Context: an optimization exercise on an open-source flow, tuned for small area. The choices shown serve that exercise and are no tape-out recipe.
Power figures rest on the tool's default switching activity, not on a simulated workload.

==> flow/design.v <==
module SelPair(input logic d0, s0, d1, s1, output logic y);
    assign y = ~((d0 | s0) & (d1 | s1));
endmodule
module Nor8(input logic [7:0] a, output logic y);
    assign y = ~|a;
endmodule
module Sel16(input logic [15:0] d, input logic [15:0] sn, output logic y);
    logic [7:0] p;
    for (genvar i = 0; i < 8; i++) begin : pair
        SelPair sp(d[2*i], sn[2*i], d[2*i+1], sn[2*i+1], p[i]);
    end
    Nor8 n(p, y);
endmodule
module Predecode4(input logic [1:0] a, output logic [3:0] y);
    assign y = {a[1] & a[0], a[1] & ~a[0], ~a[1] & a[0], ~a[1] & ~a[0]};
endmodule
module Nand2(input logic a, b, output logic y);
    assign y = ~(a & b);
endmodule
module Decode16(input logic [3:0] a, output logic [15:0] sn);
    logic [3:0] lo, hi;
    Predecode4 pl(a[1:0], lo);
    Predecode4 ph(a[3:2], hi);
    for (genvar w = 0; w < 16; w++) begin : word
        Nand2 n(hi[w / 4], lo[w % 4], sn[w]);
    end
endmodule
module Nor2(input logic a, b, output logic y);
    assign y = ~(a | b);
endmodule
module WriteDecode(
    input logic [3:0] wa,
    input logic weR, weM, clr,
    output logic [15:0] deR, deM);
    logic [3:0] hiN, loRN, loMN;
    always_comb
        for (int i = 0; i < 4; i++) begin
            hiN[i]  = ~clr & (wa[3:2] != i);
            loRN[i] = ~clr & ~(weR & (wa[1:0] == i));
            loMN[i] = ~clr & ~(weM & (wa[1:0] == i));
        end
    for (genvar w = 0; w < 16; w++) begin : word
        Nor2 nr(hiN[w / 4], loRN[w % 4], deR[w]);
        Nor2 nm(hiN[w / 4], loMN[w % 4], deM[w]);
    end
endmodule
module RegisterFile(
    input logic clk,
    input logic [15:0] de,
    input logic [7:0] d,
    output logic [127:0] q);
    logic [7:0] m [15:0];
    always_ff @(posedge clk)
        for (int w = 0; w < 16; w++)
            if (de[w])
                m[w] <= d;
    always_comb
        for (int w = 0; w < 16; w++)
            q[8*w +: 8] = m[w];
endmodule
module ReadPort(input logic [127:0] q, input logic [15:0] sn, output logic [7:0] y);
    for (genvar b = 0; b < 8; b++) begin : bit_
        logic [15:0] col;
        for (genvar w = 0; w < 16; w++) begin : word
            assign col[w] = q[8*w + b];
        end
        Sel16 sel(col, sn, y[b]);
    end
endmodule
module Debouncer #(parameter DEBOUNCE_CYCLES = 250)
(input logic clk, input logic rst, input logic button, output logic pulse);
logic [7:0] t;
always_ff @(posedge clk)
    if (rst || t == 8'b01101000) t <= 8'd0;
    else if (t == 8'd0) t <= {7'd0, button};
    else t <= {t[6:0], t[7]^t[5]^t[4]^t[3]};
assign pulse = (t == 8'd1);
endmodule
module SevenSegmentDisplay(
    input logic clk,
    input logic rst,
    input logic [3:0] addr,
    input logic [7:0] data,
    output logic [6:0] seg,
    output logic [3:0] an);
    logic [9:0] count;
    logic [7:0] pre;
    logic z7;
    assign z7 = (pre[6:0] == 7'd0);
    always_ff @(posedge clk)
        if (rst) begin
            pre <= 8'd0;
            count[9:8] <= 2'd0;
        end else begin
            pre <= {pre[6:0], pre[7] ^ pre[5] ^ pre[4] ^ pre[3] ^ z7};
            if (z7 & pre[7])
                count[9:8] <= count[9:8] + 2'd1;
        end
    assign count[7:0] = pre;
    logic [3:0] nib;
    always_comb begin
        case (count[9:8])
            2'b00: begin nib = data[3:0]; an = 4'b1110; end
            2'b01: begin nib = data[7:4]; an = 4'b1101; end
            2'b10: begin nib = 4'd0;      an = 4'b1011; end
            default: begin nib = addr;    an = 4'b0111; end
        endcase
        if (count[9:8] == 2'b10)
            seg = 7'b0111111;
        else
            case (nib)
                4'd0 : seg = 7'b1000000;
                4'd1 : seg = 7'b1111001;
                4'd2 : seg = 7'b0100100;
                4'd3 : seg = 7'b0110000;
                4'd4 : seg = 7'b0011001;
                4'd5 : seg = 7'b0010010;
                4'd6 : seg = 7'b0000010;
                4'd7 : seg = 7'b1111000;
                4'd8 : seg = 7'b0000000;
                4'd9 : seg = 7'b0010000;
                4'd10: seg = 7'b0001000;
                4'd11: seg = 7'b0000011;
                4'd12: seg = 7'b1000110;
                4'd13: seg = 7'b0100001;
                4'd14: seg = 7'b0000110;
                default: seg = 7'b0001110;
            endcase
    end
endmodule
module InstructionMemory(
    input logic [4:0] readAddress,
    input logic fromRom,
    input logic [15:0] swIns,
    output logic [15:0] fetched, readData2);
    function automatic logic [15:0] rom0(input logic [4:0] a);
        case (a)
            5'd0: rom0 = 16'h2000;
            5'd1: rom0 = 16'h2011;
            5'd2: rom0 = 16'h3200;
            5'd3: rom0 = 16'h3300;
            5'd4: rom0 = 16'h3401;
            5'd5: rom0 = 16'ha921;
            5'd6: rom0 = 16'h4330;
            5'd7: rom0 = 16'h4224;
            5'd8: rom0 = 16'ha500;
            5'd9: rom0 = 16'h0033;
            5'd10: rom0 = 16'h0022;
            5'd11: rom0 = 16'h0033;
            5'd12: rom0 = 16'h4501;
            5'd13: rom0 = 16'h4612;
            5'd14: rom0 = 16'h4723;
            5'd15: rom0 = 16'h4834;
            5'd16: rom0 = 16'h4801;
            5'd17: rom0 = 16'h4923;
            5'd18: rom0 = 16'h4a45;
            5'd19: rom0 = 16'h4b67;
            5'd20: rom0 = 16'h4c89;
            5'd21: rom0 = 16'h4dab;
            5'd22: rom0 = 16'ha000;
            5'd23: rom0 = 16'ha000;
            5'd24: rom0 = 16'ha000;
            5'd25: rom0 = 16'ha000;
            5'd26: rom0 = 16'ha68d;
            5'd27: rom0 = 16'ha29b;
            5'd28: rom0 = 16'h6000;
            5'd29: rom0 = 16'h8000;
            5'd30: rom0 = 16'ha000;
            5'd31: rom0 = 16'he000;
        endcase
    endfunction
    function automatic logic [15:0] rom1(input logic [4:0] a);
        case (a)
            5'd0: rom1 = 16'h2011;
            5'd1: rom1 = 16'h3200;
            5'd2: rom1 = 16'h3300;
            5'd3: rom1 = 16'h3401;
            5'd4: rom1 = 16'ha921;
            5'd5: rom1 = 16'h4330;
            5'd6: rom1 = 16'h4224;
            5'd7: rom1 = 16'ha500;
            5'd8: rom1 = 16'h0033;
            5'd9: rom1 = 16'h0022;
            5'd10: rom1 = 16'h0033;
            5'd11: rom1 = 16'h4501;
            5'd12: rom1 = 16'h4612;
            5'd13: rom1 = 16'h4723;
            5'd14: rom1 = 16'h4834;
            5'd15: rom1 = 16'h4801;
            5'd16: rom1 = 16'h4923;
            5'd17: rom1 = 16'h4a45;
            5'd18: rom1 = 16'h4b67;
            5'd19: rom1 = 16'h4c89;
            5'd20: rom1 = 16'h4dab;
            5'd21: rom1 = 16'ha000;
            5'd22: rom1 = 16'ha000;
            5'd23: rom1 = 16'ha000;
            5'd24: rom1 = 16'ha000;
            5'd25: rom1 = 16'ha68d;
            5'd26: rom1 = 16'ha29b;
            5'd27: rom1 = 16'h6000;
            5'd28: rom1 = 16'h8000;
            5'd29: rom1 = 16'ha000;
            5'd30: rom1 = 16'he000;
            5'd31: rom1 = 16'h2000;
        endcase
    endfunction
    assign fetched = fromRom ? rom0(readAddress) : swIns;
    assign readData2 = rom1(readAddress);
endmodule
module TopDesign
    (
    input logic clk,
    input logic rst,
    input logic [15:0] swIns,
    input logic [4:0] debouncer,
    output logic [15:0] insLed,
    output logic [6:0] seg,
    output logic dp,
    output logic [3:0] an
    );
    logic up, centre, left, right, down;
    Debouncer upButton    (clk, rst, debouncer[1], up);
    Debouncer centerButton(clk, rst, debouncer[0], centre);
    Debouncer rightButton (clk, rst, debouncer[3], right);
    Debouncer leftButton  (clk, rst, debouncer[2], left);
    Debouncer downButton  (clk, rst, debouncer[4], down);
    logic [4:0] pc;
    logic [3:0] memoryAddress;
    logic [15:0] ir;        
    logic irValid;          
    logic [2:0] op;
    logic clr, run, isStore, isLoad, isAdd, isBranch, stop;
    assign op = ir[15:13];
    assign clr = rst | up;
    assign run = irValid & ~clr;
    assign isStore  = run & (op == 3'b000);
    assign isLoad   = run & (op == 3'b001);
    assign isAdd    = run & (op == 3'b010);
    assign isBranch = run & (op == 3'b101);
    assign stop     = run & (op == 3'b111);
    logic [7:0] regA, regB, memP, memD;
    logic [3:0] wAddr;
    logic [7:0] wData;
    assign wAddr = (ir[12] | op[1]) ? ir[11:8] : ir[7:4];
    always_comb
        if (op[1])
            wData = regA + regB;
        else if (ir[12])
            wData = ir[7:0];
        else if (op[0])
            wData = memP;
        else
            wData = regA;
    logic [127:0] regQ, memQ;
    logic [15:0] selA, selB, selD;
    logic [15:0] deR, deM;
    logic [7:0] dIn;
    assign dIn = wData & {8{~clr}};
    WriteDecode writeDecode(wAddr, isLoad | isAdd, isStore, clr, deR, deM);
    RegisterFile registerFile(clk, deR, dIn, regQ);
    RegisterFile memory(clk, deM, dIn, memQ);
    Decode16 decodeA(ir[3:0], selA);
    Decode16 decodeB(ir[7:4], selB);
    Decode16 decodeD(memoryAddress, selD);
    ReadPort readA(regQ, selA, regA);
    ReadPort readB(regQ, selB, regB);
    ReadPort readP(memQ, selA, memP);
    ReadPort readD(memQ, selD, memD);
    logic load;
    logic [4:0] pcNext;
    logic [15:0] romWord;
    assign load = (down | centre) & ~left & ~right;
    assign pcNext = pc + 5'd1;
    InstructionMemory instructions(pc, down, swIns, romWord, insLed);
    always_ff @(posedge clk) begin
        if (rst) begin
            pc <= 5'd0;
            memoryAddress <= 4'd0;
            irValid <= 1'b0;
        end else if (up) begin
            pc <= 5'd0;
        end else if (!stop) begin
            irValid <= load;
            if (left)
                memoryAddress <= memoryAddress - 4'd1;
            else if (right)
                memoryAddress <= memoryAddress + 4'd1;
            else if (down)
                pc <= pcNext;
            else if (!centre && isBranch && (regA[0] == regB[0]))
                pc <= ir[12:8];
        end
        if (!clr && !stop && load)
            ir <= romWord;
    end
    SevenSegmentDisplay display(clk, rst, memoryAddress, memD, seg, an);
    assign dp = 1'b1;
endmodule
==> flow/config.mk <==
export PLATFORM = sky130hd
export DESIGN_NAME = TopDesign
export DESIGN_NICKNAME = TopDesign
export VERILOG_FILES = /design/flow/design.v
export SDC_FILE = /design/flow/constraint.sdc
export NUM_CORES = 4
export LEC_CHECK = 0
export CAP_MARGIN = 20
export CORE_MARGIN = 2
export CORE_UTILIZATION = 40
export CTS_BUF_LIST = sky130_fd_sc_hd__clkbuf_16
export CTS_CLUSTER_DIAMETER = 60
export CTS_CLUSTER_SIZE = 28
export SLEW_MARGIN = 20
export SYNTH_HIERARCHICAL = 1
==> flow/constraint.sdc <==
create_clock -name core_clock -period 10.0 [get_ports {clk}]
set_input_delay 2.0000 -clock core_clock [delete_from_list [all_inputs] [get_ports {clk}]]
set_output_delay 2.0000 -clock core_clock [all_outputs]
set_load 0.01 [all_outputs]
run.sh (not shown) runs the stock make flow with config.mk's settings and CLKGATE_MAP_FILE= SYNTH_SCRIPT=/design/flow/synth_recipe.tcl, a recipe that flattens the netlist after the stock synthesis.
The starting point ran to the end with no violations.
Rerun with:
--- a/flow/design.v
+++ b/flow/design.v
@@ -85,17 +85,9 @@
     output logic [3:0] an);
     logic [9:0] count;
-    logic [7:0] pre;
-    logic z7;
-    assign z7 = (pre[6:0] == 7'd0);
     always_ff @(posedge clk)
-        if (rst) begin
-            pre <= 8'd0;
-            count[9:8] <= 2'd0;
-        end else begin
-            pre <= {pre[6:0], pre[7] ^ pre[5] ^ pre[4] ^ pre[3] ^ z7};
-            if (z7 & pre[7])
-                count[9:8] <= count[9:8] + 2'd1;
-        end
-    assign count[7:0] = pre;
+        if (rst)
+            count <= 10'd0;
+        else
+            count <= count + 10'd1;
     logic [3:0] nib;
     always_comb begin
@@ -129,9 +121,5 @@
     end
 endmodule
-module InstructionMemory(
-    input logic [4:0] readAddress,
-    input logic fromRom,
-    input logic [15:0] swIns,
-    output logic [15:0] fetched, readData2);
+module InstructionMemory(input logic [4:0] readAddress, output logic [15:0] readData, readData2);
     function automatic logic [15:0] rom0(input logic [4:0] a);
         case (a)
@@ -206,5 +194,5 @@
         endcase
     endfunction
-    assign fetched = fromRom ? rom0(readAddress) : swIns;
+    assign readData = rom0(readAddress);
     assign readData2 = rom1(readAddress);
 endmodule
@@ -273,5 +261,5 @@
     assign load = (down | centre) & ~left & ~right;
     assign pcNext = pc + 5'd1;
-    InstructionMemory instructions(pc, down, swIns, romWord, insLed);
+    InstructionMemory instructions(pc, romWord, insLed);
     always_ff @(posedge clk) begin
         if (rst) begin
@@ -293,5 +281,5 @@
         end
         if (!clr && !stop && load)
-            ir <= romWord;
+            ir <= down ? romWord : swIns;
     end
     SevenSegmentDisplay display(clk, rst, memoryAddress, memD, seg, an);
The new run produced a clean layout.
Global-route usage drops by 0.70 points.
Setup slack gets better by 0.26 ns.
Register-to-register slack gets worse by 0.03 ns.
Clock power barely changes.
Cell area climbs by 0.55%.
Wire length drops by 1.9%.
Combinational power is about the same.
Non-clock buffer count drops by 1.
Clock skew drops by 0.0049 ns.
Via count drops by 1.3%.
Worst hold slack gets worse by 0.014 ns.
Synthesized area climbs by 0.72%.
Sequential power hardly moves.
Power stays flat.
No functional check of the RTL was part of any run of this note.

what the ideal ports hide:
The flow's constraints put no driver on any port. The routed layouts listed below were extracted and timed again, unchanged, in two steps.
Step 1, drivers: a clkbuf_16 drives clk and a buf_2 each remaining input, both assumed.
Step 2 also shifts input and output timing later by t, the mid clock arrival at the registers, as if the neighbouring blocks saw the same clock.
Three values: ideal, step 1, step 2; two values: the first two.
| run | t, ns | slack for setup (ns) | slew at the worst register clock pin (ns) | pins driven straight from the clock port |
|---|---|---|---|---|
| the first run | 0.608 | 3.192 / 3.139 / 3.747 | 0.09 / 0.09 | 1 |
| the second run | 0.605 | 3.454 / 3.399 / 4.003 | 0.09 / 0.09 | 1 |
After both steps every run listed still meets setup and hold.
